This design comes from an exercise in tuning for small area on the open sky130 flow, not from production work. Only simulation tests tie the RTL to the original design; equivalence was not proved. The flow treats the clock pin as an ideal source. Dropping or thinning the clock tree relies on that and would not hold on a real chip. No activity file was given, so power comes from the tool's default toggle rates.

== try-garnet ==
## level
module level (
  input wire          clk,
  input wire          reset_i,
  output wire         sda_oe,
  output wire         sda_o,
  input  wire         sda_i,
  output wire         scl_oe,
  output wire         scl_o,
  input  wire         scl_i,
  output wire         error_led_o,
  output wire [8:0]   led_o
);
Size: about 640 cells after synthesis, roughly 18 I/O pins, roughly 5100 µm² of cells after synthesis.
Settings: LEC_CHECK=0, ABC_AREA=1, CAP_MARGIN=20, CORE_MARGIN=2, CORE_UTILIZATION=40, SLEW_MARGIN=20; clock period 20.0 ns.
standard.sh (not shown) runs the stock make flow with config.mk's settings and CLKGATE_MAP_FILE= SYNTH_SCRIPT=/design/flow/synth_recipe.tcl, a recipe that flattens the netlist after the stock synthesis.
==> flow/flow/run.sh <==
#!/bin/bash
# Own layout flow: the standard ORFS flow (standard.sh), with
#  - synthesis mapping with an area-oriented ABC script (flow/abc_area.script:
#    fraig, then six rounds of dch and the &nf area-recovering mapper) in
#    place of ORFS's abc_area.script; the rest of the synthesis (registers
#    included) is the standard one,
#  - clock tree synthesis without dummy loads, with clkbuf_4 clusters, after
#    which flow/post_cts.tcl (ORFS's POST_CTS_TCL hook) replaces the tree by
#    four clkbuf_16 buffers driven by the clock port, one per quadrant,
#  - the port buffers made with buf_1.
# Each step's full output goes to a log file in this folder.
set -euo pipefail
W=$(pwd)
rm -rf "$W/scripts_abc"
cp -r "$FLOW_HOME/scripts" "$W/scripts_abc"
cp "$W/flow/abc_area.script" "$W/scripts_abc/abc_area.script"

bash standard.sh "SCRIPTS_DIR=$W/scripts_abc" synth > "$W/synth.log" 2>&1

CTS="-sink_clustering_enable -repair_clock_nets -dont_use_dummy_load"
CTS="$CTS -sink_clustering_size 25 -sink_clustering_max_diameter 60"
CTS="$CTS -buf_list sky130_fd_sc_hd__clkbuf_4"
bash standard.sh "CTS_ARGS=$CTS" "POST_CTS_TCL=$W/flow/post_cts.tcl" \
  "BUFFER_PORTS_ARGS=-buffer_cell sky130_fd_sc_hd__buf_1" finish > "$W/layout.log" 2>&1
Other scripts of this flow, unchanged in this note and not shown: flow/flow/abc_area.script, flow/flow/post_cts.tcl
Input-level comparison between try-nickel and try-garnet:
diff --git a/flow/design.v b/flow/design.v
--- a/flow/design.v
+++ b/flow/design.v
@@ -187,15 +187,15 @@
   wire st_cmd1  = current_st == WRITE_CMDBYTE1_ST;
   wire st_dat0  = current_st == WRITE_DAT0_ST;
   wire st_rest  = current_st == RESTART_ST;
   wire st_dat2  = current_st == WRITE_DAT2_ST;
   wire st_stop  = current_st == STOP_GEN_ST;
   assign mst_write_done = st_dat0 && mcf;
   assign mst_data_out_valid = i2c_read && st_stop && fall;
-  localparam [2:0] MI_00 = 3'd0, MI_D0 = 3'd2, MI_D1 = 3'd1, MI_6B = 3'd7, MI_3D = 3'd3;
+  localparam [2:0] MI_00 = 3'd1, MI_D0 = 3'd0, MI_D1 = 3'd5, MI_6B = 3'd3, MI_3D = 3'd7;
   reg [2:0] midr_c;
   always @(posedge clk)
     if (rst) midr_c <= MI_00;
     else if (wr_rd_p) midr_c <= MI_D0;
     else if (st_rest) midr_c <= MI_D1;
     else if (st_cmd0) midr_c <= MI_6B;
     else if (st_cmd1) midr_c <= MI_3D;
## What came out
Part of the cycle the worst path needs for try-nickel: 0.16 points down relative to try-garnet. Taking try-garnet as the reference, in try-nickel placement-stage worst setup slack now sits lower; final core area utilization increased 0.19 points; placed instance count went up by 5; clock period minus worst slack lost 0.032 ns; number of distinct library cells after synthesis decreased by 8.5% relative to the old numbers. Looking at try-garnet and try-nickel, the largest fanout of any net on the critical path is a wash. Compared to try-garnet, try-nickel reaches a higher achievable clock.
No run of this note takes its clock network from TritonCTS; it comes from the design's own scripts or RTL.

---

Another version of the RTL of level (not shown whole).
For scale: roughly 690 cells after synthesis, roughly 120 flip-flops, ~18 I/O pins.
## level
module level (
  input wire          clk,
  input wire          reset_i,
  output wire         sda_oe,
  output wire         sda_o,
  input  wire         sda_i,
  output wire         scl_oe,
  output wire         scl_o,
  input  wire         scl_i,
  output wire         error_led_o,
  output wire [8:0]   led_o
);
  wire        i2c_busy;
  wire        i2c_rxak;
  wire        i2c_arb_lost;
  wire        i2c_write_done;
  wire        i2c_data_out_valid;
  wire [4:0]  i2c_data_out;
  wire        i2c_req;
  wire        i2c_wr_phase;
  level_fsm level_inst (
    .clk_i (clk),
    .reset_i (~reset_i),
    .i2c_busy_i (i2c_busy),
    .i2c_rxak_i (i2c_rxak),
    .i2c_arb_lost_i (i2c_arb_lost),
    .i2c_write_done_i (i2c_write_done),
    .i2c_data_out_valid_i (i2c_data_out_valid),
    .i2c_data_out_i (i2c_data_out),
    .i2c_req_o (i2c_req),
    .i2c_wr_phase_o (i2c_wr_phase),
    .error_led_o (error_led_o),
    .led_o (led_o)
  );
  i2c_interface u_i2c_interface (
    .clk (clk),
    .rst (~reset_i),
    .mst_scl_in (scl_i),
    .mst_sda_in (sda_i),
    .mst_scl_out (scl_o),
    .mst_sda_out (sda_o),
    .mst_sda_oe (sda_oe),
    .mst_scl_oe (scl_oe),
    .mst_data_out (i2c_data_out),
    .i2c_busy (i2c_busy),
    .i2c_rxak (i2c_rxak),
    .i2c_arb_lost (i2c_arb_lost),
    .mst_req (i2c_req),
    .mst_wr_phase (i2c_wr_phase),
    .mst_write_done (i2c_write_done),
    .mst_data_out_valid (i2c_data_out_valid)
  );
endmodule
clock: 20.0 ns
lec_check: 0
abc_area: 1
cap_margin: 20
core_margin: 2
core_utilization: 40
slew_margin: 20
==> flow/flow/run.sh <==
#!/bin/bash
# Own layout flow: the standard ORFS flow (standard.sh), with
#  - synthesis mapping with an area-oriented ABC script (flow/abc_area.script:
#    fraig, dc2, dch and the &nf area-recovering mapper) in place of ORFS's
#    abc_area.script; the rest of the synthesis (registers included) is the
#    standard one,
#  - clock tree synthesis without dummy loads, with clkbuf_4 clusters,
#  - the port buffers made with buf_1.
# Each step's full output goes to a log file in this folder.
set -euo pipefail
W=$(pwd)
rm -rf "$W/scripts_abc"
cp -r "$FLOW_HOME/scripts" "$W/scripts_abc"
cp "$W/flow/abc_area.script" "$W/scripts_abc/abc_area.script"

bash standard.sh "SCRIPTS_DIR=$W/scripts_abc" synth > "$W/synth.log" 2>&1

CTS="-sink_clustering_enable -repair_clock_nets -dont_use_dummy_load"
CTS="$CTS -sink_clustering_size 25 -sink_clustering_max_diameter 60"
CTS="$CTS -buf_list sky130_fd_sc_hd__clkbuf_4"
bash standard.sh "CTS_ARGS=$CTS" "BUFFER_PORTS_ARGS=-buffer_cell sky130_fd_sc_hd__buf_1" finish > "$W/layout.log" 2>&1
==> flow/flow/abc_area.script <==
strash
&get -n
&fraig -x
&put
dc2
strash
&get -n
&dch -f
&nf -R 1000
&put
The baseline passed the timing, design-rule and antenna checks.
Edit:
--- a/flow/design.v
+++ b/flow/design.v
@@ -107,17 +107,16 @@
   reg  [3:0] current_st;
   reg  [3:0] next_st;
   reg  [7:0] MIDR;
   reg  [1:0] mbcr_write0;
   reg        xfer_complete1, xfer_complete2;
   reg  [1:0] uc_wr_st, uc_rd_data0;
   wire       uc_wr_data, uc_wr_fall;
   reg  [4:0] data_out0;
-  reg        data_cnt;
   wire       write_p, read_p, wr_rd_p;
   wire       mcf, mbb, rxak;
   wire [4:0] MODR;
   wire       uc_rd_data = uc_rd_data0[1];
   wire       mbcr_wr = mbcr_write0[1];
   wire load_xfer = xfer_complete2;
   wire fall = xfer_complete1;
   wire i2c_read = ~mb4;
@@ -188,17 +187,17 @@
   wire st_sg1   = current_st == START_GEN1_ST;
   wire st_cmd0  = current_st == WRITE_CMDBYTE0_ST;
   wire st_cmd1  = current_st == WRITE_CMDBYTE1_ST;
   wire st_dat0  = current_st == WRITE_DAT0_ST;
   wire st_rest  = current_st == RESTART_ST;
   wire st_dat2  = current_st == WRITE_DAT2_ST;
   wire st_stop  = current_st == STOP_GEN_ST;
   assign mst_write_done = st_dat0 && mcf;
-  assign mst_data_out_valid = (data_cnt && st_dat2 && fall) || (i2c_read && st_stop && fall);
+  assign mst_data_out_valid = i2c_read && st_stop && fall;
   localparam [2:0] MI_00 = 3'd0, MI_D0 = 3'd1, MI_D1 = 3'd2, MI_6B = 3'd3, MI_3D = 3'd4;
   reg [2:0] midr_c;
   always @(posedge clk)
     if (rst) midr_c <= MI_00;
     else if (wr_rd_p) midr_c <= MI_D0;
     else if (st_rest) midr_c <= MI_D1;
     else if (st_cmd0) midr_c <= MI_6B;
     else if (st_cmd1) midr_c <= MI_3D;
@@ -242,19 +241,16 @@
     else if (uc_wr_st != 2'd0) uc_wr_st <= uc_wr_st + 2'd1;
   assign uc_wr_data = uc_wr_st == 2'd1 || uc_wr_st == 2'd2;
   assign uc_wr_fall = uc_wr_st == 2'd3;
   always @(posedge clk)
     if (rst) uc_rd_data0 <= 2'b00;
     else if (st_dat2 && load_xfer) uc_rd_data0 <= 2'b11;
     else uc_rd_data0 <= {uc_rd_data0[0], 1'b0};
   always @(posedge clk)
-    if (rst) data_cnt <= 1'b0;
-    else data_cnt <= (st_dat0 || st_dat2) && mcf;
-  always @(posedge clk)
     if (rst) data_out0 <= 5'd8;
     else if (st_dat2 && mcf) data_out0 <= MODR;
   assign mst_data_out = data_out0;
 endmodule
 module i2c_core (
   input            clk,
   input            men,
   input            msta_in,
@@ -286,17 +282,17 @@
              ST_I2C_RCV_DATA = 4'd3, ST_I2C_ACK_DATA = 4'd4, ST_I2C_XMIT_DATA = 4'd5,
              ST_I2C_WAIT_ACK = 4'd6, ST_I2C_STOP = 4'd7, ST_I2C_NONE = 4'd8;
   localparam BYTE_CNT = 4'd7;
   localparam XFER_DONE = 4'd8;
   wire rst = ~men;
   reg  msta, mstaS0, mstaS1;
   reg  master;
   reg  genStart, genStart1, genStop;
-  reg  detectStartS0, detectStopS0, detect_start_pulse;
+  reg  detect_start_pulse;
   reg  mbcr_wr1, mbcr_wr2;
   reg  rep_start;
   reg  arb_lost;
   reg  [3:0] bitCount;
   reg  bitCountClr;
   reg  [6:0] mclkCount;
   reg  mclkCountClr;
   reg  [10:0] sclkCount;
@@ -357,36 +353,37 @@
       sclIn_int_p1 <= sclIn_int;
       sdaIn_int_p1 <= sdaIn_int;
     end
   wire sclPosedge = ~sclIn_int_p1 & sclIn_int;
   wire sclNegedge = sclIn_int_p1 & ~sclIn_int;
   wire sdaPosedge = ~sdaIn_int_p1 & sdaIn_int;
   wire sdaNegedge = sdaIn_int_p1 & ~sdaIn_int;
   wire sdaInData = sdaIn_int;
+  reg  sdaIn_int_p2;
+  always @(posedge clk)
+    if (rst) sdaIn_int_p2 <= 1'b1;
+    else sdaIn_int_p2 <= sdaIn_int_p1;
+  wire detectStartS0 = sdaIn_int_p2 & ~sdaIn_int_p1 & sclIn_int_p1;
+  wire detectStopS0 = ~sdaIn_int_p2 & sdaIn_int_p1 & sclIn_int_p1;
   always @(posedge clk)
     if (rst | arb_lost) msta <= 1'b0;
     else if (mbcr_wr1) msta <= msta_in;
   always @(posedge clk)
     if (rst) begin mstaS0 <= 1'b0; mstaS1 <= 1'b0; end
     else begin mstaS0 <= msta; mstaS1 <= mstaS0; end
   wire mstaPosedge = ~mstaS1 & mstaS0;
   wire mstaNegedge = mstaS1 & ~mstaS0;
   always @(posedge clk)
     if (rst) genStart <= 1'b0;
     else if (mstaPosedge) genStart <= 1'b1;
     else if (detectStartS0) genStart <= 1'b0;
   always @(posedge clk)
     if (rst) genStart1 <= 1'b0;
     else genStart1 <= genStart;
-  wire detectStart = sdaNegedge & sclIn_int;
-  wire detectStop = sdaPosedge & sclIn_int;
-  always @(posedge clk)
-    if (rst) begin detectStartS0 <= 1'b0; detectStopS0 <= 1'b0; end
-    else begin detectStartS0 <= detectStart; detectStopS0 <= detectStop; end
   always @(posedge clk)
     if (rst) genStop <= 1'b0;
     else if ((mstaNegedge || i_stop) && ~arb_lost) genStop <= 1'b1;
     else if (detectStopS0) genStop <= 1'b0;
   always @(posedge clk)
     if (rst) master <= 1'b0;
     else if (~mbb) master <= msta;
   always @(posedge clk)
Effect: Synthesized area came out lower by about 0.3%; wire length grows by about 2.5%; power went down by about 1.3%; maximum frequency rose by 3.3%; combinational power goes down by about 5%.

[what the ideal ports hide]
Ports are ideal in the flow. The routed layouts listed here were re-timed in OpenROAD.
Step 1 assumes that a clkbuf_16 drives the clock port and a buf_2 every other input.
Step 2 moves the port delays by t, midway between the first and last clock arrival at a register: inputs arrive t later, outputs are due t later. That takes back most of the time a late clock gives input paths.
Slacks: no drivers / after step 1 / after step 2; pairs: no drivers / after step 1.
run	shift t [ns]	setup WS [ns]	worst setup path at the end
try-garnet	0.248	14.621 / 14.544 / 14.793	register to output
try-nickel	0.254	14.653 / 14.566 / 14.743	input to register
the first run of note 2	0.532	14.283 / 14.248 / 14.112	input to register
the second run of note 2	0.544	14.465 / 14.427 / 14.226	input to register
After both steps setup and hold are still met in every run listed. For the second run of note 2, which loses most, drivers alone change the setup slack by -0.038 ns; drivers and shift together by -0.239 ns.
